This design comes from an exercise in tuning for small area on the open sky130 flow, not from production work. At most, simulation tests tie the RTL to the original design; equivalence was not proved. Power and IR drop assume default switching activity.

==> xenon: inputs <==
## riscv_cpu
module riscv_cpu (
    input wire clk,
    input wire rst,
    input wire [31:0] module_instr_in,
    input wire [31:0] module_read_data_in,
    output wire [31:0] module_pc_out,
    output wire [31:0] module_wr_data_out,
    output wire module_mem_wr_en,
    output wire module_mem_rd_en,
    output wire [31:0] module_read_addr,
    output wire [31:0] module_write_addr,
    output wire [3:0] module_write_byte_enable,
    output wire [2:0] module_load_type,
    input wire timer_interrupt,
    input wire software_interrupt,
    input wire external_interrupt,
    input wire icache_stall,
    output wire fence_i_signal
);
export LEC_CHECK = 0
export CAP_MARGIN = 20
export CORE_MARGIN = 2
export CORE_UTILIZATION = 30
export SLEW_MARGIN = 20
export SYNTH_HIERARCHICAL = 1
create_clock -name core_clock -period 10.0 [get_ports {clk}]
run.sh (not shown) runs the stock make flow with config.mk's settings and CLKGATE_MAP_FILE= SYNTH_SCRIPT=/design/flow/synth_recipe.tcl, a recipe that flattens the netlist after the stock synthesis.
==> maple (differences from xenon) <==
--- a/flow/design.v
+++ b/flow/design.v
@@ -50,18 +50,39 @@
 module rdsel (
     input wire [30:0] d,
     input wire [30:0] s,
     output wire y
 );
-    assign y = |(d & s);
+    wire [10:0] n;
+    genvar i;
+    generate for (i = 0; i < 10; i = i + 1) begin : g
+        aoi3 u (.d(d[3*i+2:3*i]), .s(s[3*i+2:3*i]), .y(n[i]));
+    end endgenerate
+    assign n[10] = ~(d[30] & s[30]);
+    nand11 r (.n(n), .y(y));
+endmodule
+module aoi3 (
+    input wire [2:0] d,
+    input wire [2:0] s,
+    output wire y
+);
+    assign y = ~|(d & s);
+endmodule
+module nand11 (
+    input wire [10:0] n,
+    output wire y
+);
+    assign y = ~&n;
 endmodule
 `default_nettype none
 module bkadd #(parameter N = 32, parameter TOP = 16) (
     input wire [N-1:0] a,
     input wire [N-1:0] b,
     input wire ci,
-    output wire [N-1:0] s
+    output wire [N-1:0] s,
+    output wire [N-1:0] pv,
+    output wire [N-1:0] gv
 );
     localparam M = N + 1;
     reg [M-1:0] g, p, G, P;
     integer i, d;
     always @(*) begin
@@ -79,10 +100,12 @@
                 G[i] = G[i] | (P[i] & G[i - d]);
                 P[i] = P[i] & P[i - d];
             end
     end
     assign s = p[M-1:1] ^ G[M-2:0];
+    assign pv = p[M-1:1];
+    assign gv = g[M-1:1];
 endmodule
 module rinc #(parameter N = 30) (
     input wire [N-1:0] a,
     input wire ci,
     output reg [N-1:0] s
@@ -95,10 +118,24 @@
             s[i] = a[i] ^ c;
             c = a[i] & c;
         end
     end
 endmodule
+module rdec #(parameter N = 29) (
+    input wire [N-1:0] a,
+    output reg [N-1:0] s
+);
+    reg b;
+    integer i;
+    always @(*) begin
+        b = 1'b1;
+        for (i = 0; i < N; i = i + 1) begin
+            s[i] = a[i] ^ b;
+            b = ~a[i] & b;
+        end
+    end
+endmodule
 `default_nettype none
 module riscv_cpu (
     input wire clk,
     input wire rst,
     input wire [31:0] module_instr_in,
@@ -118,13 +155,13 @@
     output wire fence_i_signal
 );
     integer k;
     reg  [31:0] pc;           
     reg  [31:0] d_ins;        
-    reg  [31:0] d_pc;         
+    reg         d_v;          
     reg  [31:0] e_ins;        
-    reg  [31:0] e_pc;         
+    reg         e_v;          
     reg  [31:0] m_res;        
     reg  [31:0] m_sd;         
     reg  [4:0]  m_rd;         
     reg  [2:0]  m_lt;         
     reg         m_sv;         
@@ -134,36 +171,36 @@
     wire d_r  = (dop == 7'b0110011) | (dop == 7'b0100111) | (dop == 7'b1010011);
     wire d_i  = (dop == 7'b0000011) | (dop == 7'b0010011) | (dop == 7'b1100111);
     wire d_s  = (dop == 7'b0100011);
     wire d_b  = (dop == 7'b1100011);
     wire d_c  = (dop == 7'b1110011);
-    wire d_rs1v = d_r | d_i | d_s | d_b | (d_c & ~d_ins[14]);
-    wire d_rs2v = d_r | d_s | d_b;
+    wire d_rs1v = d_v & (d_r | d_i | d_s | d_b | (d_c & ~d_ins[14]));
+    wire d_rs2v = d_v & (d_r | d_s | d_b);
     wire [6:0] op = e_ins[6:0];
     wire [2:0] f3 = e_ins[14:12];
     wire [6:0] f7 = e_ins[31:25];
     wire [4:0] a1 = e_ins[19:15];
     wire [4:0] a2 = e_ins[24:20];
-    wire e_rr   = (op == 7'b0110011);
-    wire e_ri   = (op == 7'b0010011);
-    wire e_ld   = (op == 7'b0000011);
-    wire e_st   = (op == 7'b0100011);
-    wire e_br   = (op == 7'b1100011);
-    wire e_jal  = (op == 7'b1101111);
-    wire e_jalr = (op == 7'b1100111);
-    wire e_lui  = (op == 7'b0110111);
-    wire e_aui  = (op == 7'b0010111);
-    wire e_sys  = (op == 7'b1110011);
-    wire e_misc = (op == 7'b0001111);
-    wire e_rx   = e_rr | (op == 7'b0100111) | (op == 7'b1010011);
+    wire e_rr   = e_v & (op == 7'b0110011);
+    wire e_ri   = e_v & (op == 7'b0010011);
+    wire e_ld   = e_v & (op == 7'b0000011);
+    wire e_st   = e_v & (op == 7'b0100011);
+    wire e_br   = e_v & (op == 7'b1100011);
+    wire e_jal  = e_v & (op == 7'b1101111);
+    wire e_jalr = e_v & (op == 7'b1100111);
+    wire e_lui  = e_v & (op == 7'b0110111);
+    wire e_aui  = e_v & (op == 7'b0010111);
+    wire e_sys  = e_v & (op == 7'b1110011);
+    wire e_misc = e_v & (op == 7'b0001111);
+    wire e_rx   = e_rr | (e_v & ((op == 7'b0100111) | (op == 7'b1010011)));
     wire e_rdv  = e_rx | e_aui | e_lui | e_jal | e_ld | e_ri | e_jalr | e_sys;
     wire e_ldv  = e_ld & (f3 != 3'd3) & (f3 != 3'd6) & (f3 != 3'd7);
     wire e_stv  = e_st & ~f3[2] & (f3[1:0] != 2'd3);
     wire e_fnc  = e_misc & (f3 == 3'd1);
-    wire e_mret = (e_ins == 32'h30200073);
-    wire e_ecal = (e_ins == 32'h00000073);
-    wire e_ebrk = (e_ins == 32'h00100073);
+    wire e_mret = e_v & (e_ins == 32'h30200073);
+    wire e_ecal = e_v & (e_ins == 32'h00000073);
+    wire e_ebrk = e_v & (e_ins == 32'h00100073);
     wire e_csr  = e_sys & (f3[1:0] != 2'd0);
     reg [31:0] imm;
     always @(*) begin
         if (e_st)
             imm = {{21{e_ins[31]}}, e_ins[30:25], e_ins[11:7]};
@@ -297,16 +334,16 @@
     end
     wire use_rs2 = e_rr | e_br;
     wire [31:0] opb = use_rs2 ? rs2 : imm;
     wire is_sub = e_br | ((e_rr | e_ri) & (f3[2:1] == 2'b01)) | (e_rr & (f3 == 3'd0) & f7[5]);
     wire sgn    = e_br ? ~f3[1] : ~f3[0];
-    wire [32:0] sum;
+    wire [32:0] sum, sump, sumg;
     bkadd #(33) addr_main (.a({sgn & rs1[31], rs1}),
                            .b({sgn & opb[31], opb} ^ {33{is_sub}}),
-                           .ci(is_sub), .s(sum));
+                           .ci(is_sub), .s(sum), .pv(sump), .gv(sumg));
     wire lt = sum[32];
-    wire eq = (sum[31:0] == 32'b0);
+    wire eq = &sump[31:0];
     wire shl = (f3 == 3'd1);
     reg  [31:0] shin, shout;
     always @(*) begin
         for (k = 0; k < 32; k = k + 1) shin[k] = shl ? rs1[31-k] : rs1[k];
     end
@@ -315,18 +352,18 @@
         for (k = 0; k < 32; k = k + 1) shout[k] = shl ? shr[31-k] : shr[k];
     end
     wire [31:0] alu = ({32{f3 == 3'd0}} & sum[31:0]) |
                       ({32{f3[1:0] == 2'd1}} & shout) |
                       ({32{f3[2:1] == 2'b01}} & {31'b0, lt}) |
-                      ({32{f3 == 3'd4}} & (rs1 ^ opb)) |
-                      ({32{f3 == 3'd6}} & (rs1 | opb)) |
-                      ({32{f3 == 3'd7}} & (rs1 & opb));
+                      ({32{f3[2] & ~f3[0]}} & sump[31:0]) |
+                      ({32{f3[2] & f3[1]}} & sumg[31:0]);
+    wire [28:0] pcm8;
+    rdec #(29) dec_pc (.a(pc[31:3]), .s(pcm8));
+    wire [31:0] e_pc = {pcm8, pc[2:0]};
     wire [31:0] pc_imm;
-    bkadd #(32) addr_pc (.a(e_pc), .b(imm), .ci(1'b0), .s(pc_imm));
-    wire [29:0] link_hi;
-    rinc #(30) inc_link (.a(e_pc[31:2]), .ci(1'b1), .s(link_hi));
-    wire [31:0] pc_four = {link_hi, e_pc[1:0]};
+    bkadd #(32) addr_pc (.a(e_pc), .b(imm), .ci(1'b0), .s(pc_imm), .pv(), .gv());
+    wire [31:0] pc_four = {pc[2] ? {pc[31:3], 1'b0} : {pcm8, 1'b1}, pc[1:0]};
     reg br_t;
     always @(*) begin
         case (f3)
             3'd0: br_t = eq;
             3'd1: br_t = ~eq;
@@ -366,24 +403,22 @@
         if (rst) pc <= 32'b0;
         else if (jump) pc <= jaddr;
         else if (!cstall) pc <= {pc_next, pc[1:0]};
     end
     assign module_pc_out = pc;
-    always @(posedge clk or posedge rst) begin
-        if (rst) d_ins <= 32'b0;
-        else if (jump) d_ins <= 32'h00000013;
-        else if (!cstall) d_ins <= module_instr_in;
+    always @(posedge clk) begin
+        if (rst | jump) d_v <= 1'b0;
+        else if (!cstall) d_v <= 1'b1;
     end
     always @(posedge clk) begin
-        if (jump | ~cstall) d_pc <= pc;
+        if (!cstall) d_ins <= module_instr_in;
     end
     always @(posedge clk or posedge rst) begin
-        if (rst) e_ins <= 32'b0;
-        else if (jump | e_fnc | cstall) e_ins <= 32'b0;
-        else e_ins <= d_ins;
+        if (rst) e_v <= 1'b0;
+        else e_v <= d_v & ~(jump | e_fnc | cstall);
     end
-    always @(posedge clk) e_pc <= d_pc;
+    always @(posedge clk) e_ins <= d_ins;
     wire hit = e_ldv & m_sv & (m_sf == f3[1:0]) & (res == m_res);
     always @(posedge clk or posedge rst) begin
         if (rst) begin
             m_rd  <= 5'b0;
             m_lt[1:0] <= 2'b11;
==> flow/config.mk (replaced) <==
export PLATFORM = sky130hd
export DESIGN_NAME = riscv_cpu
export DESIGN_NICKNAME = riscv_cpu
export VERILOG_FILES = /design/flow/design.v
export SDC_FILE = /design/flow/constraint.sdc
export NUM_CORES = 4
export LEC_CHECK = 0
export CAP_MARGIN = 0
export CORE_MARGIN = 2
export CORE_UTILIZATION = 30
export CTS_CLUSTER_DIAMETER = 70
export CTS_CLUSTER_SIZE = 30
export SLEW_MARGIN = 0
export SYNTH_HIERARCHICAL = 1
==> notes.md <==
outcome=timing/DRC/antenna clean; Sequential Power Share=54.7%; PD cells=151 nW/um^2; worst reg2reg endpoint=m_hit; CP startpoint=e_ins[22]
Source of the figures above: maple

==> notes.md <==
Sequential Power Share=48.2%; delay-heaviest family, CP=simple AND/OR/NAND/NOR gates; outcome=timing/DRC/antenna clean; most flop-heavy register=rf; fraction of cell area in non-clock buffers=5.02%; Hold Path Depth=0; largest family of logic cells by synthesized area=compound AO/OA/AOI/OAI gates; CP startpoint=e_ins[22]; worst reg2reg endpoint=pc[16]; met1 wire length=125 mm
Source of the figures above: xenon

For maple, only the layout was checked, not whether the RTL still works.

static timing again, ports no longer ideal:
In the flow no input, the clock included, has a driving cell. The finished layouts below were timed again as built, in two steps. Step 1 sets driving cells, clkbuf_16 on the clock port and buf_2 on the other inputs (assumed; they add their load-dependent delay and slew). Step 2 also shifts input and output timing later by t, the mid clock arrival at the registers, as if the neighbouring blocks saw the same clock. Three values: no drivers, after step 1, after step 2; two values: the first two.
run | t (ns) | setup slack, ns | worst setup path after step 2 | worst slew at a driven data input, ns
xenon | 0.966 | 0.307 / 0.307 / 0.307 | register to register | 0.09
maple | 0.862 | 0.323 / 0.323 / 0.323 | register to register | 0.09
After both steps setup and hold are still met in every run listed.
